This design comes from an exercise in tuning for small area on the open sky130 flow, not from production work. Function was checked by simulation only, so behaviour that the tests miss may differ from the original. Power is estimated from default activity; no workload was simulated.

===== design/flow/flow/run.sh =====
#!/bin/bash
# Layout flow: the standard flow (standard.sh), with two changes.
# 1. After the standard synthesis, the combinational logic of the netlist is
#    mapped again by ABC for area (amap). Registers, full and half adders and
#    tie cells are kept as they are (same instances, names and cell types).
#    The new netlist is proven equivalent to the standard one with Yosys
#    (equiv_make / equiv_simple / equiv_induct); if that proof fails the
#    standard netlist is kept.
# 2. Port buffers are buf_1 cells.
# Each tool writes its full output to a log_*.log file in this folder.
set -euo pipefail
export BUFFER_PORTS_ARGS="-buffer_cell sky130_fd_sc_hd__buf_1"
export CTS_ARGS="-sink_clustering_enable -repair_clock_nets -buf_list sky130_fd_sc_hd__clkbuf_8 -dont_use_dummy_load"
YOSYS=$FLOW_HOME/../tools/install/yosys/bin/yosys
R=orfs/results/$FLOW_PLATFORM/MAC/base
LIB=$FLOW_HOME/platforms/$FLOW_PLATFORM/lib/sky130_fd_sc_hd__tt_025C_1v80.lib

bash standard.sh synth > log_1_standard_synth.log 2>&1
cp $R/1_2_yosys.v flow_standard.v

KEEP=$(grep -o 'sky130_fd_sc_hd__\(fa\|ha\|df\|edf\|sdf\|dl\|conb\)[a-z0-9_]*' flow_standard.v | sort -u | tr '\n' ' ')
DONT=$(grep -o 'cell *( *"\?sky130_fd_sc_hd__\(lpflow\|probe\)[a-z0-9_]*' $LIB | sed 's/.*(\s*"\?//' | sort -u | sed 's/^/-dont_use /' | tr '\n' ' ')
printf 'strash\ndch -f\namap\n' > remap.abc
cat > remap.ys <<EOF
read_liberty -ignore_miss_func $LIB
read_verilog flow_standard.v
hierarchy -top $FLOW_TOP
setattr -mod -set keep_hierarchy 1 $KEEP
flatten
opt_clean
abc -liberty $LIB -script remap.abc $DONT
opt_clean -purge
hilomap -singleton -hicell sky130_fd_sc_hd__conb_1 HI -locell sky130_fd_sc_hd__conb_1 LO
insbuf -buf sky130_fd_sc_hd__buf_1 A X
splitnets
opt_clean -purge
stat -liberty $LIB
write_verilog -noattr -noexpr -nohex -nodec -selected flow_remap_all.v
EOF
$YOSYS -l log_2_remap.log -q -s remap.ys > /dev/null 2>&1
awk -v top="$FLOW_TOP" '$1=="module" && $2 ~ "^"top"[ (]*" {on=1} on {print} on && /^endmodule/ {on=0}' flow_remap_all.v > flow_remap.v

cat > equiv.ys <<EOF
read_liberty -ignore_miss_func $LIB
read_verilog flow_standard.v
rename $FLOW_TOP gold
read_verilog flow_remap.v
rename $FLOW_TOP gate
flatten gold gate
async2sync
opt_clean
equiv_make gold gate equiv
equiv_simple -undef
equiv_induct -undef
equiv_status -assert
EOF
if $YOSYS -l log_3_equiv.log -q -s equiv.ys > /dev/null 2>&1; then
  echo "remapped netlist proven equivalent; using it"
  cp flow_remap.v $R/1_2_yosys.v
else
  echo "equivalence proof failed; keeping the standard netlist"
fi
touch $R/1_2_yosys.v
bash standard.sh synth > log_4_synth_odb.log 2>&1
bash standard.sh finish > log_5_finish.log 2>&1

===== design/flow/config.mk =====
export PLATFORM = sky130hd
export DESIGN_NAME = MAC
export DESIGN_NICKNAME = MAC
export VERILOG_FILES = /design/flow/design.v
export SDC_FILE = /design/flow/constraint.sdc
export NUM_CORES = 4
export LEC_CHECK = 0
export ABC_AREA = 1
export CAP_MARGIN = 20
export CORE_MARGIN = 2
export CORE_UTILIZATION = 40
export CTS_BUF_LIST = sky130_fd_sc_hd__clkbuf_8
export PLACE_DENSITY = 0.6
export SLEW_MARGIN = 20
export SYNTH_HIERARCHICAL = 1
export SYNTH_MINIMUM_KEEP_SIZE = 0

===== design/flow/constraint.sdc =====
create_clock -name core_clock -period 9.0 [get_ports {clk}]
set_input_delay 1.8000 -clock core_clock [delete_from_list [all_inputs] [get_ports {clk}]]
set_output_delay 1.8000 -clock core_clock [all_outputs]
set_load 0.01 [all_outputs]

===== design/flow/design.v =====
`timescale 1ns/1ps
module Delay #(
    parameter NUM_STAGES = 1,
    parameter DATA_WIDTH = 1
)(
    input  wire                  CLK,
    input  wire                  RESET_N,
    input  wire [DATA_WIDTH-1:0] DIN,
    output wire [DATA_WIDTH-1:0] DOUT
);
genvar i;
generate
if (NUM_STAGES == 0)
begin
    assign DOUT = DIN;
end
else if (NUM_STAGES > 0)
begin
    reg [NUM_STAGES*DATA_WIDTH-1:0] din_delay;
    always @(posedge CLK or negedge RESET_N)
    begin
        if(!RESET_N)
        begin
            din_delay[DATA_WIDTH-1:0] <= 0;
        end else
        begin
            din_delay[DATA_WIDTH-1:0] <= DIN;
        end
    end
    for (i=1; i<NUM_STAGES; i=i+1)
	 begin : REGISTER_STAGES
        always @(posedge CLK or negedge RESET_N )
        begin
            if(!RESET_N)
            begin
                din_delay[i*DATA_WIDTH+:DATA_WIDTH] <= 0;
            end else
            begin
                din_delay[i*DATA_WIDTH+:DATA_WIDTH] <= din_delay[(i-1)*DATA_WIDTH+:DATA_WIDTH];
            end
        end
    end
    assign DOUT = din_delay[(NUM_STAGES-1)*DATA_WIDTH+:DATA_WIDTH];
end
endgenerate
endmodule
module ADDF (
    input  a,
    input  b,
    input  c,
    output s,
    output co
);
assign {co, s} = a + b + c;
endmodule
module ADDH (
    input  a,
    input  b,
    output s,
    output co
);
assign {co, s} = a + b;
endmodule
module POPC32 (
    input  [31:0] x,
    output [4:0]  y
);
wire pc_1;
wire pc_2;
wire pc_3;
wire pc_4;
wire pc_5;
wire pc_6;
wire pc_7;
wire pc_8;
wire pc_9;
wire pc_10;
wire pc_11;
wire pc_12;
wire pc_13;
wire pc_14;
wire pc_15;
wire pc_16;
wire pc_17;
wire pc_18;
wire pc_19;
wire pc_20;
wire pc_21;
wire pc_22;
wire pc_23;
wire pc_24;
wire pc_25;
wire pc_26;
wire pc_27;
wire pc_28;
wire pc_29;
wire pc_30;
wire pc_31;
wire pc_32;
wire pc_33;
wire pc_34;
wire pc_35;
wire pc_36;
wire pc_37;
wire pc_38;
wire pc_39;
wire pc_40;
wire pc_41;
wire pc_42;
wire pc_43;
wire pc_44;
wire pc_45;
wire pc_46;
wire pc_47;
wire pc_48;
wire pc_49;
wire pc_50;
wire pc_51;
wire pc_52;
wire pc_53;
wire pc_54;
wire pc_55;
wire pc_56;
wire pc_57;
wire pc_58;
wire pc_59;
wire pc_60;
wire pc_61;
wire pc_62;
ADDF pc_f1 (.a(x[0]), .b(x[1]), .c(x[2]), .s(pc_1), .co(pc_2));
ADDF pc_f2 (.a(x[3]), .b(x[4]), .c(x[5]), .s(pc_3), .co(pc_4));
ADDF pc_f3 (.a(x[6]), .b(pc_1), .c(x[7]), .s(pc_5), .co(pc_6));
ADDF pc_f4 (.a(x[8]), .b(x[9]), .c(pc_3), .s(pc_7), .co(pc_8));
ADDF pc_f5 (.a(x[10]), .b(x[11]), .c(pc_5), .s(pc_9), .co(pc_10));
ADDF pc_f6 (.a(x[12]), .b(x[13]), .c(pc_7), .s(pc_11), .co(pc_12));
ADDF pc_f7 (.a(x[14]), .b(x[15]), .c(pc_9), .s(pc_13), .co(pc_14));
ADDF pc_f8 (.a(x[16]), .b(x[17]), .c(pc_11), .s(pc_15), .co(pc_16));
ADDF pc_f9 (.a(x[18]), .b(x[19]), .c(pc_13), .s(pc_17), .co(pc_18));
ADDF pc_f10 (.a(x[20]), .b(x[21]), .c(pc_15), .s(pc_19), .co(pc_20));
ADDF pc_f11 (.a(x[22]), .b(x[23]), .c(pc_17), .s(pc_21), .co(pc_22));
ADDF pc_f12 (.a(x[24]), .b(x[25]), .c(pc_19), .s(pc_23), .co(pc_24));
ADDF pc_f13 (.a(x[26]), .b(x[27]), .c(pc_21), .s(pc_25), .co(pc_26));
ADDF pc_f14 (.a(x[28]), .b(x[29]), .c(pc_23), .s(pc_27), .co(pc_28));
ADDF pc_f15 (.a(x[30]), .b(x[31]), .c(pc_25), .s(pc_29), .co(pc_30));
ADDH pc_h16 (.a(pc_27), .b(pc_29), .s(pc_31), .co(pc_32));
ADDF pc_f17 (.a(pc_2), .b(pc_4), .c(pc_6), .s(pc_33), .co(pc_34));
ADDF pc_f18 (.a(pc_8), .b(pc_10), .c(pc_33), .s(pc_35), .co(pc_36));
ADDF pc_f19 (.a(pc_12), .b(pc_14), .c(pc_35), .s(pc_37), .co(pc_38));
ADDF pc_f20 (.a(pc_16), .b(pc_18), .c(pc_37), .s(pc_39), .co(pc_40));
ADDF pc_f21 (.a(pc_20), .b(pc_22), .c(pc_39), .s(pc_41), .co(pc_42));
ADDF pc_f22 (.a(pc_24), .b(pc_26), .c(pc_41), .s(pc_43), .co(pc_44));
ADDF pc_f23 (.a(pc_28), .b(pc_30), .c(pc_43), .s(pc_45), .co(pc_46));
ADDH pc_h24 (.a(pc_32), .b(pc_45), .s(pc_47), .co(pc_48));
ADDF pc_f25 (.a(pc_34), .b(pc_36), .c(pc_38), .s(pc_49), .co(pc_50));
ADDF pc_f26 (.a(pc_40), .b(pc_49), .c(pc_42), .s(pc_51), .co(pc_52));
ADDF pc_f27 (.a(pc_44), .b(pc_51), .c(pc_46), .s(pc_53), .co(pc_54));
ADDH pc_h28 (.a(pc_48), .b(pc_53), .s(pc_55), .co(pc_56));
ADDF pc_f29 (.a(pc_50), .b(pc_52), .c(pc_54), .s(pc_57), .co(pc_58));
ADDH pc_h30 (.a(pc_56), .b(pc_57), .s(pc_59), .co(pc_60));
ADDH pc_h31 (.a(pc_58), .b(pc_60), .s(pc_61), .co(pc_62));
assign y = {pc_61, pc_59, pc_55, pc_47, pc_31};
endmodule
module MAC
    (
    input                                   clk     ,
    input                                   rst_n   ,
    output                                  MACMUX_Val,
    output reg [4    -1 : 0] MACMUX_Addr,
    output reg[ 32            -1 : 0] MACMUX_Psum,
    input                                   MUXMAC_Rdy,
    output                                  MACMUX_Empty,
    output                                  MACARB_ReqHelp,
    input                                   ARBMAC_Rst,
    input [ 2                       -1 : 0] PEBMAC_WeiCol,
    input [(
(8192*4*16*16/32) <= (1<<0) ? 0 : (8192*4*16*16/32) <= (1<<1) ? 1 :
(8192*4*16*16/32) <= (1<<2) ? 2 : (8192*4*16*16/32) <= (1<<3) ? 3 :
(8192*4*16*16/32) <= (1<<4) ? 4 : (8192*4*16*16/32) <= (1<<5) ? 5 :
(8192*4*16*16/32) <= (1<<6) ? 6 : (8192*4*16*16/32) <= (1<<7) ? 7 :
(8192*4*16*16/32) <= (1<<8) ? 8 : (8192*4*16*16/32) <= (1<<9) ? 9 :
(8192*4*16*16/32) <= (1<<10) ? 10 : (8192*4*16*16/32) <= (1<<11) ? 11 :
(8192*4*16*16/32) <= (1<<12) ? 12 : (8192*4*16*16/32) <= (1<<13) ? 13 :
(8192*4*16*16/32) <= (1<<14) ? 14 : (8192*4*16*16/32) <= (1<<15) ? 15 :
(8192*4*16*16/32) <= (1<<16) ? 16 : (8192*4*16*16/32) <= (1<<17) ? 17 :
(8192*4*16*16/32) <= (1<<18) ? 18 : (8192*4*16*16/32) <= (1<<19) ? 19 :
(8192*4*16*16/32) <= (1<<20) ? 20 : (8192*4*16*16/32) <= (1<<21) ? 21 :
(8192*4*16*16/32) <= (1<<22) ? 22 : (8192*4*16*16/32) <= (1<<23) ? 23 :
(8192*4*16*16/32) <= (1<<24) ? 24 : (8192*4*16*16/32) <= (1<<25) ? 25 :
(8192*4*16*16/32) <= (1<<26) ? 26 : (8192*4*16*16/32) <= (1<<27) ? 27 :
(8192*4*16*16/32) <= (1<<28) ? 28 : (8192*4*16*16/32) <= (1<<29) ? 29 :
(8192*4*16*16/32) <= (1<<30) ? 30 : (8192*4*16*16/32) <= (1<<31) ? 31 : 32)                        -1 : 0] AddrRowFlgAct,
    input [ (
(8192*4*16*16) <= (1<<0) ? 0 : (8192*4*16*16) <= (1<<1) ? 1 :
(8192*4*16*16) <= (1<<2) ? 2 : (8192*4*16*16) <= (1<<3) ? 3 :
(8192*4*16*16) <= (1<<4) ? 4 : (8192*4*16*16) <= (1<<5) ? 5 :
(8192*4*16*16) <= (1<<6) ? 6 : (8192*4*16*16) <= (1<<7) ? 7 :
(8192*4*16*16) <= (1<<8) ? 8 : (8192*4*16*16) <= (1<<9) ? 9 :
(8192*4*16*16) <= (1<<10) ? 10 : (8192*4*16*16) <= (1<<11) ? 11 :
(8192*4*16*16) <= (1<<12) ? 12 : (8192*4*16*16) <= (1<<13) ? 13 :
(8192*4*16*16) <= (1<<14) ? 14 : (8192*4*16*16) <= (1<<15) ? 15 :
(8192*4*16*16) <= (1<<16) ? 16 : (8192*4*16*16) <= (1<<17) ? 17 :
(8192*4*16*16) <= (1<<18) ? 18 : (8192*4*16*16) <= (1<<19) ? 19 :
(8192*4*16*16) <= (1<<20) ? 20 : (8192*4*16*16) <= (1<<21) ? 21 :
(8192*4*16*16) <= (1<<22) ? 22 : (8192*4*16*16) <= (1<<23) ? 23 :
(8192*4*16*16) <= (1<<24) ? 24 : (8192*4*16*16) <= (1<<25) ? 25 :
(8192*4*16*16) <= (1<<26) ? 26 : (8192*4*16*16) <= (1<<27) ? 27 :
(8192*4*16*16) <= (1<<28) ? 28 : (8192*4*16*16) <= (1<<29) ? 29 :
(8192*4*16*16) <= (1<<30) ? 30 : (8192*4*16*16) <= (1<<31) ? 31 : 32) + 6         -1 : 0] AddrRowAct,
    input [ (
(8192*4) <= (1<<0) ? 0 : (8192*4) <= (1<<1) ? 1 :
(8192*4) <= (1<<2) ? 2 : (8192*4) <= (1<<3) ? 3 :
(8192*4) <= (1<<4) ? 4 : (8192*4) <= (1<<5) ? 5 :
(8192*4) <= (1<<6) ? 6 : (8192*4) <= (1<<7) ? 7 :
(8192*4) <= (1<<8) ? 8 : (8192*4) <= (1<<9) ? 9 :
(8192*4) <= (1<<10) ? 10 : (8192*4) <= (1<<11) ? 11 :
(8192*4) <= (1<<12) ? 12 : (8192*4) <= (1<<13) ? 13 :
(8192*4) <= (1<<14) ? 14 : (8192*4) <= (1<<15) ? 15 :
(8192*4) <= (1<<16) ? 16 : (8192*4) <= (1<<17) ? 17 :
(8192*4) <= (1<<18) ? 18 : (8192*4) <= (1<<19) ? 19 :
(8192*4) <= (1<<20) ? 20 : (8192*4) <= (1<<21) ? 21 :
(8192*4) <= (1<<22) ? 22 : (8192*4) <= (1<<23) ? 23 :
(8192*4) <= (1<<24) ? 24 : (8192*4) <= (1<<25) ? 25 :
(8192*4) <= (1<<26) ? 26 : (8192*4) <= (1<<27) ? 27 :
(8192*4) <= (1<<28) ? 28 : (8192*4) <= (1<<29) ? 29 :
(8192*4) <= (1<<30) ? 30 : (8192*4) <= (1<<31) ? 31 : 32)                                    -1 : 0] AddrBlockWei,
    input [ 32            -1 : 0] MAC_FlgWei,
    input                                   MAC_FlgWei_Val,
    output                                  MAC_AddrFlgAct_Rdy,
    output reg [ (
(8192*4*16*16/32) <= (1<<0) ? 0 : (8192*4*16*16/32) <= (1<<1) ? 1 :
(8192*4*16*16/32) <= (1<<2) ? 2 : (8192*4*16*16/32) <= (1<<3) ? 3 :
(8192*4*16*16/32) <= (1<<4) ? 4 : (8192*4*16*16/32) <= (1<<5) ? 5 :
(8192*4*16*16/32) <= (1<<6) ? 6 : (8192*4*16*16/32) <= (1<<7) ? 7 :
(8192*4*16*16/32) <= (1<<8) ? 8 : (8192*4*16*16/32) <= (1<<9) ? 9 :
(8192*4*16*16/32) <= (1<<10) ? 10 : (8192*4*16*16/32) <= (1<<11) ? 11 :
(8192*4*16*16/32) <= (1<<12) ? 12 : (8192*4*16*16/32) <= (1<<13) ? 13 :
(8192*4*16*16/32) <= (1<<14) ? 14 : (8192*4*16*16/32) <= (1<<15) ? 15 :
(8192*4*16*16/32) <= (1<<16) ? 16 : (8192*4*16*16/32) <= (1<<17) ? 17 :
(8192*4*16*16/32) <= (1<<18) ? 18 : (8192*4*16*16/32) <= (1<<19) ? 19 :
(8192*4*16*16/32) <= (1<<20) ? 20 : (8192*4*16*16/32) <= (1<<21) ? 21 :
(8192*4*16*16/32) <= (1<<22) ? 22 : (8192*4*16*16/32) <= (1<<23) ? 23 :
(8192*4*16*16/32) <= (1<<24) ? 24 : (8192*4*16*16/32) <= (1<<25) ? 25 :
(8192*4*16*16/32) <= (1<<26) ? 26 : (8192*4*16*16/32) <= (1<<27) ? 27 :
(8192*4*16*16/32) <= (1<<28) ? 28 : (8192*4*16*16/32) <= (1<<29) ? 29 :
(8192*4*16*16/32) <= (1<<30) ? 30 : (8192*4*16*16/32) <= (1<<31) ? 31 : 32)-1:0] MAC_AddrFlgAct,
    input                                   MAC_FlgAct_Val,
    input [ 32            -1 : 0] MAC_FlgAct,
    output                                  MAC_AddrAct_Rdy,
    output reg[ (
(8192*4*16*16) <= (1<<0) ? 0 : (8192*4*16*16) <= (1<<1) ? 1 :
(8192*4*16*16) <= (1<<2) ? 2 : (8192*4*16*16) <= (1<<3) ? 3 :
(8192*4*16*16) <= (1<<4) ? 4 : (8192*4*16*16) <= (1<<5) ? 5 :
(8192*4*16*16) <= (1<<6) ? 6 : (8192*4*16*16) <= (1<<7) ? 7 :
(8192*4*16*16) <= (1<<8) ? 8 : (8192*4*16*16) <= (1<<9) ? 9 :
(8192*4*16*16) <= (1<<10) ? 10 : (8192*4*16*16) <= (1<<11) ? 11 :
(8192*4*16*16) <= (1<<12) ? 12 : (8192*4*16*16) <= (1<<13) ? 13 :
(8192*4*16*16) <= (1<<14) ? 14 : (8192*4*16*16) <= (1<<15) ? 15 :
(8192*4*16*16) <= (1<<16) ? 16 : (8192*4*16*16) <= (1<<17) ? 17 :
(8192*4*16*16) <= (1<<18) ? 18 : (8192*4*16*16) <= (1<<19) ? 19 :
(8192*4*16*16) <= (1<<20) ? 20 : (8192*4*16*16) <= (1<<21) ? 21 :
(8192*4*16*16) <= (1<<22) ? 22 : (8192*4*16*16) <= (1<<23) ? 23 :
(8192*4*16*16) <= (1<<24) ? 24 : (8192*4*16*16) <= (1<<25) ? 25 :
(8192*4*16*16) <= (1<<26) ? 26 : (8192*4*16*16) <= (1<<27) ? 27 :
(8192*4*16*16) <= (1<<28) ? 28 : (8192*4*16*16) <= (1<<29) ? 29 :
(8192*4*16*16) <= (1<<30) ? 30 : (8192*4*16*16) <= (1<<31) ? 31 : 32) + 6     -1 : 0] MAC_AddrAct,
    input                                   MAC_Act_Val,
    input [ 8             -1 : 0] MAC_Act,
    output                                  MAC_AddrWei_Rdy,
    output reg[ (
(8192*4) <= (1<<0) ? 0 : (8192*4) <= (1<<1) ? 1 :
(8192*4) <= (1<<2) ? 2 : (8192*4) <= (1<<3) ? 3 :
(8192*4) <= (1<<4) ? 4 : (8192*4) <= (1<<5) ? 5 :
(8192*4) <= (1<<6) ? 6 : (8192*4) <= (1<<7) ? 7 :
(8192*4) <= (1<<8) ? 8 : (8192*4) <= (1<<9) ? 9 :
(8192*4) <= (1<<10) ? 10 : (8192*4) <= (1<<11) ? 11 :
(8192*4) <= (1<<12) ? 12 : (8192*4) <= (1<<13) ? 13 :
(8192*4) <= (1<<14) ? 14 : (8192*4) <= (1<<15) ? 15 :
(8192*4) <= (1<<16) ? 16 : (8192*4) <= (1<<17) ? 17 :
(8192*4) <= (1<<18) ? 18 : (8192*4) <= (1<<19) ? 19 :
(8192*4) <= (1<<20) ? 20 : (8192*4) <= (1<<21) ? 21 :
(8192*4) <= (1<<22) ? 22 : (8192*4) <= (1<<23) ? 23 :
(8192*4) <= (1<<24) ? 24 : (8192*4) <= (1<<25) ? 25 :
(8192*4) <= (1<<26) ? 26 : (8192*4) <= (1<<27) ? 27 :
(8192*4) <= (1<<28) ? 28 : (8192*4) <= (1<<29) ? 29 :
(8192*4) <= (1<<30) ? 30 : (8192*4) <= (1<<31) ? 31 : 32)     -1 : 0] MAC_AddrWei,
    input                                   MAC_Wei_Val,
    input [ 8             -1 : 0] MAC_Wei
);
localparam IDLE    = 2'd0;
localparam WAITFLG = 2'd1;
localparam COMP    = 2'd2;
localparam WAITMUX = 2'd3;
reg  [1:0]  state;
reg  [1:0]  next_state;
reg         state_req;
reg         MAC_Empty;
reg  [1:0]  wei_col;         
reg         cnt_any;         
reg         MAC_Addr_val;
reg         fnh;             
reg         OffAct_nz;       
reg         OffWei_nz;
reg  [31:0] ActFlag, WeiFlag;
reg         MACAW_ValOffset;
reg         MAC_Fnh;
reg  [4:0]  MACAW_OffsetAct;
reg  [4:0]  MACAW_OffsetWei;
wire comp     = state == COMP;
wire data_val = MAC_Wei_Val & MAC_Act_Val;
wire en_mac   = MAC_Addr_val & data_val & ~fnh;
wire pipe     = comp & (~MAC_Addr_val | data_val);
wire MAC_FnhRow = (MACMUX_Addr == 4'd0 - {2'b00, wei_col}) & cnt_any & MAC_Fnh;
wire val_comp = cnt_any & (MACMUX_Addr != 4'd0) & (MACMUX_Addr != 4'd15);
wire done     = (~val_comp & en_mac) | ~MAC_Addr_val;
wire MAC_Sta  = (state == WAITFLG) & MAC_FlgWei_Val & MAC_FlgAct_Val;
always @(*) begin
    case (state)
        IDLE    : next_state = ARBMAC_Rst ? WAITFLG : IDLE;
        WAITFLG : next_state = (MAC_FlgWei_Val & MAC_FlgAct_Val) ? COMP : WAITFLG;
        COMP    : if (MAC_Fnh & done)
                      next_state = MAC_FnhRow ? IDLE : WAITFLG;
                  else if (MAC_Fnh & val_comp & en_mac)
                      next_state = WAITMUX;
                  else
                      next_state = COMP;
        default : next_state = MUXMAC_Rdy ? (MAC_FnhRow ? IDLE : WAITFLG) : WAITMUX;
    endcase
end
always @(posedge clk or negedge rst_n) begin
    if (!rst_n) state <= IDLE;
    else        state <= next_state;
end
assign MAC_AddrFlgAct_Rdy = state == WAITFLG;
assign MACMUX_Val   = (state == WAITMUX) & ~MUXMAC_Rdy;
assign MACMUX_Empty = state == IDLE;
wire next_state_req = state_req ? ~MAC_Empty : ARBMAC_Rst;
always @(posedge clk or negedge rst_n) begin
    if (!rst_n) state_req <= 1'b0;
    else        state_req <= next_state_req;
end
assign MACARB_ReqHelp = ~rst_n | ~next_state_req;
always @(posedge clk) begin
    MAC_Empty <= (next_state == IDLE) & (state != IDLE);
end
wire [17:0] flg_inc;
INCR #(.W(18)) u_inc_flg (.a(MAC_AddrFlgAct), .ci(MAC_Sta), .y(flg_inc));
always @(posedge clk or negedge rst_n) begin
    if (!rst_n)          MAC_AddrFlgAct <= 0;
    else if (ARBMAC_Rst) MAC_AddrFlgAct <= AddrRowFlgAct;
    else                 MAC_AddrFlgAct <= flg_inc;
end
always @(posedge clk) begin
    if (ARBMAC_Rst) begin
        wei_col <= PEBMAC_WeiCol;
        cnt_any <= 1'b0;
    end else if (MAC_Sta) begin
        cnt_any <= 1'b1;
    end
end
wire [3:0] addr_inc;
INCR #(.W(4)) u_inc_addr (.a(MACMUX_Addr), .ci(MAC_Sta), .y(addr_inc));
always @(posedge clk or negedge rst_n) begin
    if (!rst_n)          MACMUX_Addr <= 0;
    else if (ARBMAC_Rst) MACMUX_Addr <= 4'd0 - PEBMAC_WeiCol;
    else                 MACMUX_Addr <= addr_inc;
end
wire        ld_act = ARBMAC_Rst;
wire [28:0] act_sum;
ADDR5 #(.W(29)) u_add_act (
    .x  (ld_act ? AddrRowAct : MAC_AddrAct),
    .y  ({5{ld_act}} | ({5{pipe}} & MACAW_OffsetAct)),
    .yh (ld_act),
    .s  (act_sum)
);
always @(posedge clk or negedge rst_n) begin
    if (!rst_n) MAC_AddrAct <= 0;
    else        MAC_AddrAct <= act_sum;
end
wire        ld_wei = ARBMAC_Rst | MAC_Sta;
wire [14:0] wei_sum;
ADDR5 #(.W(15)) u_add_wei (
    .x  (ld_wei ? AddrBlockWei : MAC_AddrWei),
    .y  ({5{ld_wei}} | ({5{pipe}} & MACAW_OffsetWei)),
    .yh (ld_wei),
    .s  (wei_sum)
);
always @(posedge clk or negedge rst_n) begin
    if (!rst_n) MAC_AddrWei <= 0;
    else        MAC_AddrWei <= wei_sum;
end
always @(posedge clk or negedge rst_n) begin
    if (!rst_n)                     MAC_Addr_val <= 1'b0;
    else if (ARBMAC_Rst | MAC_Sta)  MAC_Addr_val <= 1'b0;
    else if (pipe)                  MAC_Addr_val <= MACAW_ValOffset;
end
always @(posedge clk) begin
    if (ARBMAC_Rst | MAC_Sta) fnh <= 1'b1;
    else if (pipe)            fnh <= MAC_Fnh;
end
always @(posedge clk) begin
    if (pipe) begin
        OffAct_nz <= |MACAW_OffsetAct;
        OffWei_nz <= |MACAW_OffsetWei;
    end
end
assign MAC_AddrAct_Rdy = MAC_Addr_val & OffAct_nz;
assign MAC_AddrWei_Rdy = MAC_Addr_val & OffWei_nz;
wire [32:0] S;
assign S[0] = 1'b0;
genvar i;
generate
    for (i = 0; i < 32; i = i + 1) begin : g_s
        assign S[i+1] = S[i] | (ActFlag[i] & WeiFlag[i]);
    end
endgenerate
wire        wf   = state == WAITFLG;
wire [31:0] keep = (S[31:0] | {32{~pipe}}) & {32{~wf}};
wire [4:0]  Offset_Act, Offset_Wei;
POPC32 u_pa (.x(ActFlag & ~S[31:0]), .y(Offset_Act));
POPC32 u_pw (.x(WeiFlag & ~S[31:0]), .y(Offset_Wei));
always @(posedge clk) begin
    ActFlag <= ({32{wf}} & MAC_FlgAct) | (keep & ActFlag);
    WeiFlag <= ({32{wf}} & MAC_FlgWei) | (keep & WeiFlag);
end
always @(posedge clk) begin
    if (wf) begin
        MACAW_ValOffset <= 1'b0;
        MAC_Fnh         <= 1'b0;
    end else if (pipe) begin
        MACAW_ValOffset <= (|ActFlag) | (|WeiFlag);
        MAC_Fnh         <= ~S[32];
    end
end
always @(posedge clk or negedge rst_n) begin
    if (!rst_n) begin
        MACAW_OffsetAct <= 0;
        MACAW_OffsetWei <= 0;
    end else if (pipe) begin
        MACAW_OffsetAct <= Offset_Act;
        MACAW_OffsetWei <= Offset_Wei;
    end
end
wire [31:0] psum_sum;
MACC8 u_macc (
    .a (MAC_Act & {8{en_mac}}),
    .w (MAC_Wei),
    .p (MACMUX_Psum),
    .y (psum_sum)
);
always @(posedge clk or negedge rst_n) begin
    if (!rst_n) MACMUX_Psum <= 0;
    else        MACMUX_Psum <= psum_sum & {32{~MAC_Sta}};
end
endmodule
module INCR #(parameter W = 4) (
    input  [W-1:0] a,
    input          ci,
    output [W-1:0] y
);
wire [W:0] c;
assign c[0] = ci;
genvar k;
generate
    for (k = 0; k < W; k = k + 1) begin : g
        ADDH u (.a(a[k]), .b(c[k]), .s(y[k]), .co(c[k+1]));
    end
endgenerate
endmodule
module ADDR5 #(parameter W = 15) (
    input  [W-1:0] x,
    input  [4:0]   y,
    input          yh,
    output [W-1:0] s
);
wire [5:0] c;
assign c[0] = 1'b0;
genvar k;
generate
    for (k = 0; k < 5; k = k + 1) begin : g_lo
        if (k == 0)
            ADDH u (.a(x[k]), .b(y[k]), .s(s[k]), .co(c[k+1]));
        else
            ADDF u (.a(x[k]), .b(y[k]), .c(c[k]), .s(s[k]), .co(c[k+1]));
    end
endgenerate
wire [W:5] t;
assign t[5] = c[5] ^ yh;
generate
    for (k = 5; k < W; k = k + 1) begin : g_hi
        assign t[k+1] = t[k] & (x[k] ^ yh);
        assign s[k]   = x[k] ^ t[k];
    end
endgenerate
endmodule
module MACC8 (
    input  [7:0]  a,
    input  [7:0]  w,
    input  [31:0] p,
    output [31:0] y
);
wire mc_1;
wire mc_2;
wire mc_3;
wire mc_4;
wire mc_5;
wire mc_6;
wire mc_7;
wire mc_8;
wire mc_9;
wire mc_10;
wire mc_11;
wire mc_12;
wire mc_13;
wire mc_14;
wire mc_15;
wire mc_16;
wire mc_17;
wire mc_18;
wire mc_19;
wire mc_20;
wire mc_21;
wire mc_22;
wire mc_23;
wire mc_24;
wire mc_25;
wire mc_26;
wire mc_27;
wire mc_28;
wire mc_29;
wire mc_30;
wire mc_31;
wire mc_32;
wire mc_33;
wire mc_34;
wire mc_35;
wire mc_36;
wire mc_37;
wire mc_38;
wire mc_39;
wire mc_40;
wire mc_41;
wire mc_42;
wire mc_43;
wire mc_44;
wire mc_45;
wire mc_46;
wire mc_47;
wire mc_48;
wire mc_49;
wire mc_50;
wire mc_51;
wire mc_52;
wire mc_53;
wire mc_54;
wire mc_55;
wire mc_56;
wire mc_57;
wire mc_58;
wire mc_59;
wire mc_60;
wire mc_61;
wire mc_62;
wire mc_63;
wire mc_64;
wire mc_65;
wire mc_66;
wire mc_67;
wire mc_68;
wire mc_69;
wire mc_70;
wire mc_71;
wire mc_72;
wire mc_73;
wire mc_74;
wire mc_75;
wire mc_76;
wire mc_77;
wire mc_78;
wire mc_79;
wire mc_80;
wire mc_81;
wire mc_82;
wire mc_83;
wire mc_84;
wire mc_85;
wire mc_86;
wire mc_87;
wire mc_88;
wire mc_89;
wire mc_90;
wire mc_91;
wire mc_92;
wire mc_93;
wire mc_94;
wire mc_95;
wire mc_96;
wire mc_97;
wire mc_98;
wire mc_99;
wire mc_100;
wire mc_101;
wire mc_102;
wire mc_103;
wire mc_104;
wire mc_105;
wire mc_106;
wire mc_107;
wire mc_108;
wire mc_109;
wire mc_110;
wire mc_111;
wire mc_112;
wire mc_113;
wire mc_114;
wire mc_115;
wire mc_116;
wire mc_117;
wire mc_118;
wire mc_119;
wire mc_120;
wire mc_121;
wire mc_122;
wire mc_123;
wire mc_124;
wire mc_125;
wire mc_126;
wire mc_127;
wire mc_128;
wire mc_129;
wire mc_130;
wire mc_131;
wire mc_132;
wire mc_133;
wire mc_134;
wire mc_135;
wire mc_136;
wire mc_137;
wire mc_138;
wire mc_139;
wire mc_140;
wire mc_141;
wire mc_142;
wire mc_143;
wire mc_144;
wire mc_145;
wire mc_146;
wire mc_147;
wire mc_148;
wire mc_149;
wire mc_150;
wire mc_151;
wire mc_152;
wire mc_153;
wire mc_154;
wire mc_155;
wire mc_156;
wire mc_157;
wire mc_158;
wire mc_159;
wire mc_160;
wire mc_161;
wire mc_162;
wire mc_163;
wire mc_164;
wire mc_165;
wire mc_166;
wire mc_167;
wire mc_168;
wire mc_169;
wire mc_170;
wire mc_171;
wire mc_172;
wire mc_173;
wire mc_174;
wire mc_175;
wire mc_176;
wire mc_177;
wire mc_178;
wire mc_179;
wire mc_180;
wire mc_181;
wire mc_182;
wire mc_183;
wire mc_184;
wire mc_185;
wire mc_186;
wire mc_187;
wire mc_188;
wire mc_189;
wire mc_190;
wire mc_191;
wire mc_192;
wire mc_193;
wire mc_194;
wire mc_195;
wire mc_196;
wire mc_197;
wire mc_198;
wire mc_199;
wire mc_200;
wire mc_201;
wire mc_202;
wire mc_203;
wire mc_204;
wire mc_205;
wire mc_206;
wire mc_207;
wire mc_208;
wire mc_209;
wire mc_210;
wire mc_211;
wire mc_212;
wire mc_213;
wire mc_214;
wire mc_215;
wire mc_216;
wire mc_217;
wire mc_218;
wire mc_219;
wire mc_220;
wire mc_221;
wire mc_222;
wire mc_223;
wire mc_224;
wire mc_225;
wire mc_226;
wire mc_227;
wire mc_228;
wire mc_229;
wire mc_230;
wire mc_231;
wire mc_232;
wire mc_233;
wire mc_234;
assign mc_1 = a[0] & w[0];
assign mc_2 = a[0] & w[1];
assign mc_3 = a[0] & w[2];
assign mc_4 = a[0] & w[3];
assign mc_5 = a[0] & w[4];
assign mc_6 = a[0] & w[5];
assign mc_7 = a[0] & w[6];
assign mc_8 = ~(a[0] & w[7]);
assign mc_9 = a[1] & w[0];
assign mc_10 = a[1] & w[1];
assign mc_11 = a[1] & w[2];
assign mc_12 = a[1] & w[3];
assign mc_13 = a[1] & w[4];
assign mc_14 = a[1] & w[5];
assign mc_15 = a[1] & w[6];
assign mc_16 = ~(a[1] & w[7]);
assign mc_17 = a[2] & w[0];
assign mc_18 = a[2] & w[1];
assign mc_19 = a[2] & w[2];
assign mc_20 = a[2] & w[3];
assign mc_21 = a[2] & w[4];
assign mc_22 = a[2] & w[5];
assign mc_23 = a[2] & w[6];
assign mc_24 = ~(a[2] & w[7]);
assign mc_25 = a[3] & w[0];
assign mc_26 = a[3] & w[1];
assign mc_27 = a[3] & w[2];
assign mc_28 = a[3] & w[3];
assign mc_29 = a[3] & w[4];
assign mc_30 = a[3] & w[5];
assign mc_31 = a[3] & w[6];
assign mc_32 = ~(a[3] & w[7]);
assign mc_33 = a[4] & w[0];
assign mc_34 = a[4] & w[1];
assign mc_35 = a[4] & w[2];
assign mc_36 = a[4] & w[3];
assign mc_37 = a[4] & w[4];
assign mc_38 = a[4] & w[5];
assign mc_39 = a[4] & w[6];
assign mc_40 = ~(a[4] & w[7]);
assign mc_41 = a[5] & w[0];
assign mc_42 = a[5] & w[1];
assign mc_43 = a[5] & w[2];
assign mc_44 = a[5] & w[3];
assign mc_45 = a[5] & w[4];
assign mc_46 = a[5] & w[5];
assign mc_47 = a[5] & w[6];
assign mc_48 = ~(a[5] & w[7]);
assign mc_49 = a[6] & w[0];
assign mc_50 = a[6] & w[1];
assign mc_51 = a[6] & w[2];
assign mc_52 = a[6] & w[3];
assign mc_53 = a[6] & w[4];
assign mc_54 = a[6] & w[5];
assign mc_55 = a[6] & w[6];
assign mc_56 = ~(a[6] & w[7]);
assign mc_57 = ~(a[7] & w[0]);
assign mc_58 = ~(a[7] & w[1]);
assign mc_59 = ~(a[7] & w[2]);
assign mc_60 = ~(a[7] & w[3]);
assign mc_61 = ~(a[7] & w[4]);
assign mc_62 = ~(a[7] & w[5]);
assign mc_63 = ~(a[7] & w[6]);
assign mc_64 = a[7] & w[7];
ADDF mc_f1 (.a(p[1]), .b(mc_2), .c(mc_9), .s(mc_65), .co(mc_66));
ADDF mc_f2 (.a(p[2]), .b(mc_3), .c(mc_10), .s(mc_67), .co(mc_68));
ADDF mc_f3 (.a(mc_17), .b(mc_66), .c(mc_67), .s(mc_69), .co(mc_70));
ADDF mc_f4 (.a(p[3]), .b(mc_4), .c(mc_11), .s(mc_71), .co(mc_72));
ADDF mc_f5 (.a(mc_18), .b(mc_25), .c(mc_68), .s(mc_73), .co(mc_74));
ADDF mc_f6 (.a(mc_71), .b(mc_70), .c(mc_73), .s(mc_75), .co(mc_76));
ADDF mc_f7 (.a(p[4]), .b(mc_5), .c(mc_12), .s(mc_77), .co(mc_78));
ADDF mc_f8 (.a(mc_19), .b(mc_26), .c(mc_33), .s(mc_79), .co(mc_80));
ADDF mc_f9 (.a(mc_72), .b(mc_77), .c(mc_79), .s(mc_81), .co(mc_82));
ADDF mc_f10 (.a(mc_74), .b(mc_81), .c(mc_76), .s(mc_83), .co(mc_84));
ADDF mc_f11 (.a(p[5]), .b(mc_6), .c(mc_13), .s(mc_85), .co(mc_86));
ADDF mc_f12 (.a(mc_20), .b(mc_27), .c(mc_34), .s(mc_87), .co(mc_88));
ADDF mc_f13 (.a(mc_41), .b(mc_78), .c(mc_80), .s(mc_89), .co(mc_90));
ADDF mc_f14 (.a(mc_85), .b(mc_87), .c(mc_82), .s(mc_91), .co(mc_92));
ADDF mc_f15 (.a(mc_89), .b(mc_91), .c(mc_84), .s(mc_93), .co(mc_94));
ADDF mc_f16 (.a(p[6]), .b(mc_7), .c(mc_14), .s(mc_95), .co(mc_96));
ADDF mc_f17 (.a(mc_21), .b(mc_28), .c(mc_35), .s(mc_97), .co(mc_98));
ADDF mc_f18 (.a(mc_42), .b(mc_49), .c(mc_86), .s(mc_99), .co(mc_100));
ADDF mc_f19 (.a(mc_88), .b(mc_95), .c(mc_97), .s(mc_101), .co(mc_102));
ADDF mc_f20 (.a(mc_90), .b(mc_99), .c(mc_101), .s(mc_103), .co(mc_104));
ADDF mc_f21 (.a(mc_92), .b(mc_103), .c(mc_94), .s(mc_105), .co(mc_106));
ADDF mc_f22 (.a(p[7]), .b(mc_8), .c(mc_15), .s(mc_107), .co(mc_108));
ADDF mc_f23 (.a(mc_22), .b(mc_29), .c(mc_36), .s(mc_109), .co(mc_110));
ADDF mc_f24 (.a(mc_43), .b(mc_50), .c(mc_57), .s(mc_111), .co(mc_112));
ADDF mc_f25 (.a(mc_96), .b(mc_98), .c(mc_107), .s(mc_113), .co(mc_114));
ADDF mc_f26 (.a(mc_109), .b(mc_111), .c(mc_100), .s(mc_115), .co(mc_116));
ADDF mc_f27 (.a(mc_102), .b(mc_113), .c(mc_115), .s(mc_117), .co(mc_118));
ADDF mc_f28 (.a(mc_104), .b(mc_117), .c(mc_106), .s(mc_119), .co(mc_120));
assign mc_121 = ~(p[8] ^ mc_16);
assign mc_122 = p[8] | mc_16;
ADDF mc_f29 (.a(mc_23), .b(mc_30), .c(mc_37), .s(mc_123), .co(mc_124));
ADDF mc_f30 (.a(mc_44), .b(mc_51), .c(mc_58), .s(mc_125), .co(mc_126));
ADDF mc_f31 (.a(mc_108), .b(mc_110), .c(mc_112), .s(mc_127), .co(mc_128));
ADDF mc_f32 (.a(mc_121), .b(mc_123), .c(mc_125), .s(mc_129), .co(mc_130));
ADDF mc_f33 (.a(mc_114), .b(mc_127), .c(mc_129), .s(mc_131), .co(mc_132));
ADDF mc_f34 (.a(mc_116), .b(mc_131), .c(mc_118), .s(mc_133), .co(mc_134));
ADDF mc_f35 (.a(p[9]), .b(mc_24), .c(mc_31), .s(mc_135), .co(mc_136));
ADDF mc_f36 (.a(mc_38), .b(mc_45), .c(mc_52), .s(mc_137), .co(mc_138));
ADDF mc_f37 (.a(mc_59), .b(mc_122), .c(mc_124), .s(mc_139), .co(mc_140));
ADDF mc_f38 (.a(mc_126), .b(mc_135), .c(mc_137), .s(mc_141), .co(mc_142));
ADDF mc_f39 (.a(mc_128), .b(mc_130), .c(mc_139), .s(mc_143), .co(mc_144));
ADDF mc_f40 (.a(mc_141), .b(mc_132), .c(mc_143), .s(mc_145), .co(mc_146));
ADDF mc_f41 (.a(p[10]), .b(mc_32), .c(mc_39), .s(mc_147), .co(mc_148));
ADDF mc_f42 (.a(mc_46), .b(mc_53), .c(mc_60), .s(mc_149), .co(mc_150));
ADDF mc_f43 (.a(mc_136), .b(mc_138), .c(mc_147), .s(mc_151), .co(mc_152));
ADDF mc_f44 (.a(mc_149), .b(mc_140), .c(mc_142), .s(mc_153), .co(mc_154));
ADDF mc_f45 (.a(mc_151), .b(mc_144), .c(mc_153), .s(mc_155), .co(mc_156));
ADDF mc_f46 (.a(p[11]), .b(mc_40), .c(mc_47), .s(mc_157), .co(mc_158));
ADDF mc_f47 (.a(mc_54), .b(mc_61), .c(mc_148), .s(mc_159), .co(mc_160));
ADDF mc_f48 (.a(mc_150), .b(mc_157), .c(mc_152), .s(mc_161), .co(mc_162));
ADDF mc_f49 (.a(mc_159), .b(mc_154), .c(mc_161), .s(mc_163), .co(mc_164));
ADDF mc_f50 (.a(p[12]), .b(mc_48), .c(mc_55), .s(mc_165), .co(mc_166));
ADDF mc_f51 (.a(mc_62), .b(mc_158), .c(mc_165), .s(mc_167), .co(mc_168));
ADDF mc_f52 (.a(mc_160), .b(mc_167), .c(mc_162), .s(mc_169), .co(mc_170));
ADDF mc_f53 (.a(p[13]), .b(mc_56), .c(mc_63), .s(mc_171), .co(mc_172));
ADDF mc_f54 (.a(mc_166), .b(mc_171), .c(mc_168), .s(mc_173), .co(mc_174));
ADDF mc_f55 (.a(p[14]), .b(mc_64), .c(mc_172), .s(mc_175), .co(mc_176));
assign mc_177 = ~(p[15] ^ mc_176);
assign mc_178 = p[15] | mc_176;
ADDH mc_h56 (.a(mc_1), .b(p[0]), .s(mc_179), .co(mc_180));
ADDH mc_h57 (.a(mc_65), .b(mc_180), .s(mc_181), .co(mc_182));
ADDH mc_h58 (.a(mc_69), .b(mc_182), .s(mc_183), .co(mc_184));
ADDH mc_h59 (.a(mc_75), .b(mc_184), .s(mc_185), .co(mc_186));
ADDH mc_h60 (.a(mc_83), .b(mc_186), .s(mc_187), .co(mc_188));
ADDH mc_h61 (.a(mc_93), .b(mc_188), .s(mc_189), .co(mc_190));
ADDH mc_h62 (.a(mc_105), .b(mc_190), .s(mc_191), .co(mc_192));
ADDH mc_h63 (.a(mc_119), .b(mc_192), .s(mc_193), .co(mc_194));
ADDF mc_f64 (.a(mc_120), .b(mc_133), .c(mc_194), .s(mc_195), .co(mc_196));
ADDH mc_h65 (.a(mc_134), .b(mc_145), .s(mc_197), .co(mc_198));
ADDF mc_f66 (.a(mc_146), .b(mc_155), .c(mc_198), .s(mc_199), .co(mc_200));
ADDF mc_f67 (.a(mc_156), .b(mc_163), .c(mc_200), .s(mc_201), .co(mc_202));
ADDF mc_f68 (.a(mc_164), .b(mc_169), .c(mc_202), .s(mc_203), .co(mc_204));
ADDF mc_f69 (.a(mc_170), .b(mc_173), .c(mc_204), .s(mc_205), .co(mc_206));
ADDF mc_f70 (.a(mc_174), .b(mc_175), .c(mc_206), .s(mc_207), .co(mc_208));
ADDH mc_h71 (.a(mc_177), .b(mc_208), .s(mc_209), .co(mc_210));
assign mc_211 = ~(mc_134 ^ mc_145);
assign mc_212 = mc_134 | mc_145;
ADDF mc_f72 (.a(mc_146), .b(mc_155), .c(mc_212), .s(mc_213), .co(mc_214));
ADDF mc_f73 (.a(mc_156), .b(mc_163), .c(mc_214), .s(mc_215), .co(mc_216));
ADDF mc_f74 (.a(mc_164), .b(mc_169), .c(mc_216), .s(mc_217), .co(mc_218));
ADDF mc_f75 (.a(mc_170), .b(mc_173), .c(mc_218), .s(mc_219), .co(mc_220));
ADDF mc_f76 (.a(mc_174), .b(mc_175), .c(mc_220), .s(mc_221), .co(mc_222));
ADDH mc_h77 (.a(mc_177), .b(mc_222), .s(mc_223), .co(mc_224));
assign mc_225 = mc_196 ? mc_211 : mc_197;
assign mc_226 = mc_196 ? mc_213 : mc_199;
assign mc_227 = mc_196 ? mc_215 : mc_201;
assign mc_228 = mc_196 ? mc_217 : mc_203;
assign mc_229 = mc_196 ? mc_219 : mc_205;
assign mc_230 = mc_196 ? mc_221 : mc_207;
assign mc_231 = mc_196 ? mc_223 : mc_209;
assign mc_232 = mc_196 ? mc_224 : mc_210;
assign mc_233 = mc_178 & mc_232;
assign mc_234 = ~(mc_178 | mc_232);
wire [16:0] ones, zeros;
assign ones[0] = 1'b1;
assign zeros[0] = 1'b1;
genvar k;
generate for (k = 0; k < 16; k = k + 1) begin : g_hi
    assign ones[k+1]  = ones[k] & p[16+k];
    assign zeros[k+1] = zeros[k] & ~p[16+k];
    assign y[16+k] = p[16+k] ^ ((mc_233 & ones[k]) | (mc_234 & zeros[k]));
end endgenerate
assign y[15:0] = {mc_231, mc_230, mc_229, mc_228, mc_227, mc_226, mc_225, mc_195, mc_193, mc_191, mc_189, mc_187, mc_185, mc_183, mc_181, mc_179};
endmodule

===== design/flow/standard.sh =====
#!/bin/bash
# synth_recipe.tcl (not shown) runs the flow's synth.tcl, then flattens the netlist and writes it again
# the make line also repeats each setting of config.mk as NAME=value (left out here)
make -C /OpenROAD-flow-scripts/flow DESIGN_CONFIG=/design/flow/config.mk WORK_HOME=/design/flow/orfs CLKGATE_MAP_FILE= SYNTH_SCRIPT=/design/flow/synth_recipe.tcl "${@:-finish}"

==> results by group, run 1 <==
Min path
  – Hold path startpoint: MAC_Empty
  – Hold Crit Class: flip-flop to flip-flop
  – Hold path cells: 1

GRT
  – Top Usage Layer GRT: met2
  – Vias in the first global route: 9920
  – Met3 Usage GRT: 3.47%
  – Initial antenna violation count: 0
  – Largest net degree at the start of global routing: 70
  – GRT Overall Usage: 20.3%
  – First-pass GRT wire length: 49.8 mm
  – GRT met1 Usage: 26.5%
  – Grt total ovfl: 0
  – GRT met2 Usage: 34.6%

Critical path
  – Setup Crit Path Kind: primary input to flip-flop
  – Critical Path End Type: flip-flop
  – Critical path fanouts, max: 14
  – CP top delay family: adder cells
  – Top cell by count, worst path: fa_1
  – Crit path from: MAC_Act_Val
  – R2R Path Start: WeiFlag[0]
  – Critical Path RT: 9.38 ns
  – Startpoint Class: primary input
  – Worst Reg-to-Reg Cells: 38
  – CP peak stage delay: 0.48 ns
  – Buf+Inv Stages, Crit Path: 2
  – Crit-path slowest cell: fa_1
  – Crit path depth: 34
  – Crit path arrival time: 8.93 ns

Clock tree
  – CTS tree: yes
  – Cts bufs inserted: 17
  – H-tree lvl count: 4
  – CTS Buffer Depth: 2
  – Root Driver: clkbuf_8
  – Clk latency of the worst-skew pair: 0.49 ns
  – Hold_buf cts: 0
  – CTS clock-pin slew for the worst setup and hold paths: 0.10 ns
  – TritonCTS Sinks: 185

STA
  – Tightest Pin Transition: 1.07 ns
  – Max transition margin: 28.3%
  – Fmax: 0.117 GHz
  – Final setup viols: 0
  – Pins Over Slew Limit: 0
  – Skew final: 0.0497 ns
  – Final period util: 95.0%
  – Final Hold Vio Count: 0
  – Setup WS post-layout: 0.446 ns
  – Tmin final: 8.55 ns

Drt
  – DR vias: 9896
  – DRC: 0
  – Antenna Violating Nets Remaining: 0
  – First drt pass iteration count: 5
  – Final WL: 30.8 mm
  – Routed len/inst: 15.8 microns
  – Initial DRC count: 539
  – Vias/cell: 5.06

Floorplanning
  – Core area: 29600 sq um
  – Row count: 63
  – Initial core utilization: 40.6%
  – Die width: 178 microns
  – Die ar.: 31500 sq um
  – Chip Height: 178 microns
  – IO Pins: 256

Power and ir drop
  – P per Cell Area: 350 nW/um^2
  – Max VDD drop: 0.209 mV
  – Leakage: 0.00575 uW

Cells and area
  – Layout cell share with drive strength beyond 1: 5.68%
  – Commonest non-fill, non-tap cell in the layout: buf_1
  – Antenna Diode Count: 0
  – Synthesis-to-layout area growth: 15.0%
  – Filler instances: 2979
  – Nets@finish: 1899
  – Most frequent cells in the layout: buf_1 (253), nor2_1 (223), clkinv_1 (143)
  – Fin cells: 1957

Synthesis
  – Synth Cell Area: 12000 sq um
  – Synth Area per Inst: 9.01 sq um
  – Post-Syn Nets: 1667
  – Yosys Warn Count: 7
  – Cells after Synth: 1337

Placed design
  – Place WS: -0.246 ns
  – GPL Wtd Cong: 0.867
  – Post-DP HPWL: 24.4 mm
  – Placed insts: 1939
  – Port-buffer cells: 255

Outcome
  – Status: no timing/DRC/antenna violations

Run
  – Max-cap check violation count: 0
report_power, final:
group / leakage [uW] / total (uW) / switching [uW] / internal, uW
registers: 0.00194 / 1360 / 218 / 1140
clock network: 0.000122 / 449 / 281 / 168
logic: 0.00369 / 3040 / 1720 / 1320
total: 0.00575 / 4850 / 2220 / 2630
layer usage:
layer  share of wire, %  wire (microns)  up-vias
li1                   -               -     4879
met1                 44           13700     4753
met2                 49           15300      235
met3                4.7            1440       29
met4                1.5             465        0
met5                  0               0        -
per-stage QoR:
stage               instance area [sq um]  hold WS [ns]  TNS (ns)  util (%)  power (uW)
floorplan                           12100         0.414         0         -        3480
global placement                    13600         0.452         0      45.8        4350
detailed placement                  13600         0.454    -0.681      45.8        4430
CTS                                 13800         0.470         0      46.6        4920
global route                        13800         0.494   -0.0464      46.7        5430
finish                              13800         0.467         0      46.7        4850
cell type report:
cell class	count	area (sq um)	share of cell area, %
inverters	144	541	3.90
clock buffers	17	234	1.69
repair buffers	311	1400	10.1
multi-input cells	910	6880	49.7
flip-flops and latches	185	4300	31.1
well taps	390	488	3.52
path summary, 6_finish.rpt:
path / slack, ns / endpoint
min reg2reg: 0.47 / state_req
min in group asynchronous: 1.57 / MAC_AddrFlgAct[14]
max in group asynchronous: 6.18 / MAC_AddrWei[14]
min: 0.47 / state_req
max: 0.45 / MACMUX_Psum[31]
max reg2reg: 0.65 / MACAW_OffsetWei[4]
worst reg2reg max path, delay by kind of cell, from the launching register on:
| kind | cells | cell delay, ns |
|---|---|---|
| AOI/OAI and AO/OA | 27 | 4.66 |
| adders and majority gates | 7 | 2.58 |
| buffers and inverters | 1 | 0.14 |
| DFF | 1 | 0.36 |
| and+or+nand+nor | 3 | 0.47 |
sequential cells by signal (all words and copies together), names as in the netlist, 4 cells and up:
| name | flops |
|---|---|
| ActFlag | 32 |
| MACMUX_Psum | 32 |
| WeiFlag | 32 |
| MAC_AddrAct | 29 |
| MAC_AddrFlgAct | 18 |
| MAC_AddrWei | 15 |
| MACAW_OffsetAct | 5 |
| MACAW_OffsetWei | 5 |
| MACMUX_Addr | 4 |
timing repair:
action,4_1_cts,5_1_grt
setup endpoints to repair,0,8
setup buffers,0,1
resized for setup,0,13
==> inputs of run 2 (changes only) <==
--- a/design/flow/flow/run.sh
+++ b/design/flow/flow/run.sh
@@ -62,4 +62,6 @@
 fi
 touch $R/1_2_yosys.v
 bash standard.sh synth > log_4_synth_odb.log 2>&1
-bash standard.sh finish > log_5_finish.log 2>&1
+PLAT_DONT=$(sed -n '/^export DONT_USE_CELLS/,/^#/p' $FLOW_HOME/platforms/$FLOW_PLATFORM/config.mk | grep -o 'sky130_fd_sc_hd__[a-z0-9_]*' | tr '\n' ' ')
+MORE="sky130_fd_sc_hd__buf_4 sky130_fd_sc_hd__buf_6 sky130_fd_sc_hd__buf_8 sky130_fd_sc_hd__buf_12 sky130_fd_sc_hd__buf_16 sky130_fd_sc_hd__bufbuf_8 sky130_fd_sc_hd__bufbuf_16"
+bash standard.sh "DONT_USE_CELLS=$PLAT_DONT $MORE" finish > log_5_finish.log 2>&1
==> run 2 against run 1 <==
  * Still clean on timing, DRC and antenna
  * Clock power shrank 2%
  * Worst hold slack lost 0.014 ns
  * Maximum frequency hardly changed
  * Cell area is 0.69% lower
  * Register-to-register slack better by 0.02 ns
  * Critical path depth grew 3
  * Largest cell class unchanged
==> results by group, run 2 <==
STA
  – RSZ-0062 raised after global routing: false
  – Max transition margin: 31.9%
  – Final Hold Vio Count: 0
  – Pins Over Slew Limit: 0
  – Tightest Pin Transition: 1.02 ns
  – Skew final: 0.0402 ns
  – Final period util: 95.1%
  – Final setup viols: 0
  – Tmin final: 8.55 ns
  – Fmax: 0.117 GHz

Min path
  – Hold Path Sink: state_req
  – Hold path cells: 1
  – Hold path startpoint: MAC_Empty
  – Hold Crit Class: flip-flop to flip-flop

Drt
  – Vias/cell: 5.02
  – DRC: 0
  – First drt pass iteration count: 4
  – Routed len/inst: 15.9 microns
  – Initial DRC count: 484
  – Final WL: 31.3 mm
  – Antenna Violating Nets Remaining: 0
  – DR vias: 9916

Critical path
  – CP peak stage delay: 0.46 ns
  – Crit-path slowest cell: fa_1
  – Setup Crit Path Kind: primary input to flip-flop
  – RR Endpoint: MACAW_OffsetAct[4]
  – Top cell by count, worst path: fa_1
  – R2R Setup Slk: 0.67 ns
  – Crit path arrival time: 8.86 ns
  – Critical path fanouts, max: 9
  – Critical Path RT: 9.30 ns
  – Critical Path End Type: flip-flop
  – R2R Path Start: WeiFlag[0]
  – Worst Reg-to-Reg Cells: 38
  – Startpoint Class: primary input

Placed design
  – GPL Wtd Cong: 0.883
  – Placed insts: 1955
  – Port-buffer cells: 255
  – Placed cell area: 13500 sq um
  – Post-DP HPWL: 25.0 mm

Clock tree
  – Cts bufs inserted: 17
  – CTS clock-pin slew for the worst setup and hold paths: 0.11 ns
  – CTS Buffer Depth: 2
  – Root Driver: clkbuf_8
  – CTS tree: yes
  – TritonCTS Sinks: 185
  – Clk latency of the worst-skew pair: 0.47 ns
  – H-tree lvl count: 4
  – Hold_buf cts: 0

GRT
  – Top Usage Layer GRT: met2
  – GRT Overall Usage: 20.6%
  – First-pass GRT wire length: 50.8 mm
  – GRT met2 Usage: 34.5%
  – Largest net degree at the start of global routing: 47
  – Met3 Usage GRT: 4.05%
  – Grt total ovfl: 0
  – GRT met1 Usage: 26.7%
  – Vias in the first global route: 10200
  – Initial antenna violation count: 2

Floorplanning
  – IO Pins: 256
  – Core area: 29600 sq um
  – Chip Height: 178 microns
  – Die width: 178 microns
  – Initial core utilization: 40.6%
  – Row count: 63
  – Die ar.: 31500 sq um

Synthesis
  – Synth Cell Area: 12000 sq um
  – Synth Area per Inst: 9.01 sq um
  – Cells after Synth: 1337
  – Post-Syn Nets: 1667
  – Yosys Warn Count: 7

Power and ir drop
  – Clock group share of total power: 9.1%
  – Tot Pwr: 4830 uW
  – P per Cell Area: 351 nW/um^2
  – Int Power: 2590 uW
  – Leakage: 0.00570 uW
  – Combinational share of power: 62.6%
  – Switching share of power: 46.3%
  – Psw: 2230 uW
  – Max VDD drop: 0.231 mV
  – Part of the power in registers: 28.3%

Cells and area
  – Fin cells: 1976
  – Nets@finish: 1916
  – Layout cell share with drive strength beyond 1: 5.11%
  – Utilization after layout: 46.4%
  – Final Cell Area: 13800 sq um
  – Top flop regs: ActFlag: 32 flops, MACMUX_Psum: 32 flops, WeiFlag: 32 flops
  – Commonest non-fill, non-tap cell in the layout: buf_1
  – Most frequent cells in the layout: buf_1 (275), nor2_1 (227), clkinv_1 (143)
  – Synthesis-to-layout area growth: 14.2%

Run
  – Max-cap check violation count: 0

Outcome
  – Status: no timing/DRC/antenna violations
run 2: changes by cell type in the layout (fill, tap and decap cells not counted):
cell / before / now
buf_1: 253 / 275
buf_12: 1 / 0
buf_2: 0 / 50
buf_4: 55 / 0
clkbuf_4: 1 / 2
diode_2: 0 / 2
nand2_1: 93 / 92
nand2_2: 1 / 2
nor2_1: 223 / 227
nor2_2: 7 / 3
o21ai_0: 140 / 141
o21ai_1: 3 / 2
run 2: cell type report:
cell class              count  area [sq um]
diodes                      2          5.00
clock buffers              17           234
fillers                  2975         15900
inverters                 144           541
multi-input cells         910          6880
flip-flops and latches    185          4300
well taps                 390           488
repair buffers            328          1300
run 2: power by group through the flow:
stage / clock network, uW / registers [uW] / logic, uW
after global routing: 494 / 1410 / 3460
final: 441 / 1360 / 3020
after floorplan: 0 / 1310 / 2170
after detailed placement: 0 / 1380 / 3020
after CTS: 466 / 1360 / 3030
after global placement: 0 / 1380 / 2930
run 2: worst max-delay path, delay by kind of cell:
kind                       cells  cell delay [ns]
buffers and inverters          5             0.57
and+or+nand+nor               17             1.71
AOI/OAI and AO/OA              2             0.27
adders and majority gates     13             4.53
run 2: what timing repair did:
action / 4_1_cts / 5_1_grt
gates resized for setup: 0 / 9
hold endpoints to repair: 0 / 0
buffers inserted: 0 / 1
endpoints found under the setup margin: 0 / 8
run 2: worst max path at each step:
stage | startpoint | endpoint | slack, ns | cells after the start
final | MAC_Act_Val | MACMUX_Psum[31] | 0.45 | 37
after global routing | WeiFlag[0] | MACAW_OffsetAct[4] | 0.004 | 38
after CTS | MAC_Act_Val | MACMUX_Psum[31] | 0.24 | 37
after detailed placement | MAC_Act_Val | MACMUX_Psum[31] | -0.27 | 37
after global placement | MAC_Act_Val | MACMUX_Psum[31] | -0.002 | 35
after floorplan | MAC_Act_Val | MACMUX_Psum[31] | 0.02 | 31
run 2: metrics by stage:
step                setup TNS [ns]  setup WS (ns)  hold WS [ns]
finish                           0          0.445         0.453
detailed placement          -0.853         -0.268         0.440
global placement          -0.00223       -0.00223         0.426
global route                     0        0.00354         0.484
CTS                              0          0.245         0.457
floorplan                        0         0.0202         0.414
run 2: layer usage:
layer / routed length (microns) / share of wire (%) / vias to the layer above
met5: 0 / 0 / -
met3: 1730 / 5.5 / 42
met4: 781 / 2.5 / 0
met1: 13600 / 44 / 4701
met2: 15200 / 48 / 266
li1: - / - / 4907
==> inputs of run 3 (changes only) <==
--- a/design/flow/flow/run.sh
+++ b/design/flow/flow/run.sh
@@ -6,7 +6,9 @@
 #    The new netlist is proven equivalent to the standard one with Yosys
 #    (equiv_make / equiv_simple / equiv_induct); if that proof fails the
 #    standard netlist is kept.
-# 2. Port buffers are buf_1 cells.
+# 2. Port buffers are buf_1 cells; clock tree: clkbuf_8, no dummy loads;
+#    after synthesis the buffers buf_4 and larger are not used (smaller
+#    buffers instead), on top of the platform's own dont-use list.
 # Each tool writes its full output to a log_*.log file in this folder.
 set -euo pipefail
 export BUFFER_PORTS_ARGS="-buffer_cell sky130_fd_sc_hd__buf_1"
==> run 3 against run 2 <==
  * Still clean on timing, DRC and antenna
  * Sequential power barely moved
  * Total power is the same
  * Die area unchanged
  * Setup slack unchanged
  * Flip-flop and latch count unchanged
  * Global-route usage unchanged
  * First-iteration DRC count is the same
  * Largest cell class unchanged
==> results by group, run 3 <==
Outcome
  – Status: no timing/DRC/antenna violations

Power and ir drop
  – Leakage: 0.00570 uW
  – P per Cell Area: 351 nW/um^2
  – Switching share of power: 46.3%
  – Clock group share of total power: 9.1%
  – Combinational share of power: 62.6%
  – Max VDD drop: 0.231 mV
  – Psw: 2230 uW
  – Int Power: 2590 uW
  – Part of the power in registers: 28.3%
  – Tot Pwr: 4830 uW

Critical path
  – Crit-path slowest cell: fa_1
  – Top cell by count, worst path: fa_1
  – CP peak stage delay: 0.46 ns
  – Crit path arrival time: 8.86 ns
  – Setup Crit Path Kind: primary input to flip-flop
  – Critical Path RT: 9.30 ns
  – Critical path fanouts, max: 9
  – Startpoint Class: primary input
  – Critical Path End Type: flip-flop

Floorplanning
  – Row count: 63
  – Die ar.: 31500 sq um
  – Chip Height: 178 microns
  – Initial core utilization: 40.6%
  – Die width: 178 microns
  – IO Pins: 256
  – Core area: 29600 sq um

STA
  – Fmax: 0.117 GHz
  – Final period util: 95.1%
  – RSZ-0062 raised after global routing: false
  – Tightest Pin Transition: 1.02 ns
  – Final setup viols: 0
  – Skew final: 0.0402 ns
  – Tmin final: 8.55 ns
  – Pins Over Slew Limit: 0
  – Max transition margin: 31.9%
  – Final Hold Vio Count: 0

Synthesis
  – Synth Area per Inst: 9.01 sq um
  – Post-Syn Nets: 1667
  – Cells after Synth: 1337
  – Synth Cell Area: 12000 sq um
  – Yosys Warn Count: 7

Cells and area
  – Nets@finish: 1916
  – Commonest non-fill, non-tap cell in the layout: buf_1
  – Utilization after layout: 46.4%
  – Most frequent cells in the layout: buf_1 (275), nor2_1 (227), clkinv_1 (143)
  – Layout cell share with drive strength beyond 1: 5.11%
  – Top flop regs: ActFlag: 32 flops, MACMUX_Psum: 32 flops, WeiFlag: 32 flops
  – Filler instances: 2975
  – Final Cell Area: 13800 sq um
  – Synthesis-to-layout area growth: 14.2%

Placed design
  – Placed cell area: 13500 sq um
  – Post-DP HPWL: 25.0 mm
  – Port-buffer cells: 255
  – GPL Wtd Cong: 0.883

Clock tree
  – CTS tree: yes
  – Clk latency of the worst-skew pair: 0.47 ns
  – H-tree lvl count: 4
  – CTS clock-pin slew for the worst setup and hold paths: 0.11 ns
  – CTS Buffer Depth: 2
  – Cts bufs inserted: 17
  – Root Driver: clkbuf_8
  – TritonCTS Sinks: 185

GRT
  – Largest net degree at the start of global routing: 47
  – Grt total ovfl: 0
  – First-pass GRT wire length: 50.8 mm
  – Vias in the first global route: 10200
  – Initial antenna violation count: 2
  – GRT Overall Usage: 20.6%

Drt
  – Final WL: 31.3 mm
  – DRC: 0
  – Routed len/inst: 15.9 microns
  – Initial DRC count: 484
  – Antenna Violating Nets Remaining: 0
  – DR vias: 9916
  – First drt pass iteration count: 4
  – Vias/cell: 5.02

Min path
  – Hold Crit Class: flip-flop to flip-flop

Run
  – Max-cap check violation count: 0
[run 3: cell counts in the layout (fill, tap and decap cells not counted)]
No cell type changed its count.
[run 3: metal layers]
metal	track usage, %	part of all wire (%)
met1	26.7	44
met3	4.05	5.5
met2	34.5	48
met4	7.00	2.5
met5	0	0
[run 3: critical path: cells and delay by family]
family | cells | cell delay, ns
compound gates | 2 | 0.27
fa+ha+maj | 13 | 4.53
buf+inv | 5 | 0.57
simple gates | 17 | 1.71
[run 3: through the flow]
stage                     std cells  worst slack (ns)  hold WS (ns)  setup TNS (ns)
after floorplan                1337            0.0202         0.414               0
after global placement         1955          -0.00223         0.426        -0.00223
after detailed placement       1955            -0.268         0.440          -0.853
after CTS                      1972             0.245         0.457               0
after global routing           1976           0.00354         0.484               0
final                          1976             0.445         0.453               0
[run 3: power by group through the flow]
stage | clock network, uW | registers, uW | logic [uW]
floorplan | 0 | 1310 | 2170
finish | 441 | 1360 | 3020
detailed placement | 0 | 1380 | 3020
global placement | 0 | 1380 | 2930
CTS | 466 | 1360 | 3030
global route | 494 | 1410 | 3460
[run 3: layout make-up]
type                       instances  area [sq um]  area share, %
antenna                            2          5.00         0.0364
timing repair buffer             328          1300           9.47
sequential                       185          4300           31.3
tap                              390           488           3.55
clock buffer                      17           234           1.70
multi-input combinational        910          6880           50.0
inverter                         144           541           3.93
[run 3: timing repair]
action | CTS | global route
hold buffers | 0 | 0
setup endpoints to repair | 0 | 8
setup buffers | 0 | 1
gates resized for setup | 0 | 9
[run 3: final timing paths]
check                       startpoint                  to  cells after the start  slack (ns)
hold reg to reg              MAC_Empty           state_req                      1        0.45
setup reg to reg            WeiFlag[0]  MACAW_OffsetAct[4]                     38        0.67
setup / recovery           MAC_Act_Val     MACMUX_Psum[31]                     37        0.45
min in group asynchronous        rst_n     MAC_AddrAct[26]                      1        1.19
hold / removal               MAC_Empty           state_req                      1        0.45
max in group asynchronous        rst_n      MAC_AddrWei[5]                      3        5.87

[afterwards: timing with drivers on the ports]
The flow's constraints put no driver on any port. The routed layouts listed below were extracted and timed again, unchanged, in two steps.
Step 1 (the two cells are an assumption about what drives the block):
set clk [get_ports {clk}]
set_driving_cell -lib_cell sky130_fd_sc_hd__clkbuf_16 $clk
set_driving_cell -lib_cell sky130_fd_sc_hd__buf_2 [delete_from_list [all_inputs] $clk]
Step 2 adds t to the input delays and takes it off the output delays; t is the mean of the earliest and latest rising clock arrival at the registers after step 1. Input paths then give back, and output paths get back, about the clock's delay inside the block.
a / b / c = no drivers / after step 1 / after step 2; a / b = the first two.
run | t (ns) | setup WS [ns] | worst setup path after step 2 | clock arrival spread, ns
run 1 | 0.510 | 0.446 / 0.467 / -0.043 | input to register | 0.050 / 0.050
run 2 | 0.502 | 0.445 / 0.470 / -0.032 | input to register | 0.040 / 0.040
run 3 | 0.502 | 0.445 / 0.470 / -0.032 | input to register | 0.040 / 0.040
With both steps, setup timing fails in every run listed, where it was met with ideal ports. The setup slack of run 1, which loses most, moves by +0.021 ns with the drivers and by -0.489 ns with both steps.
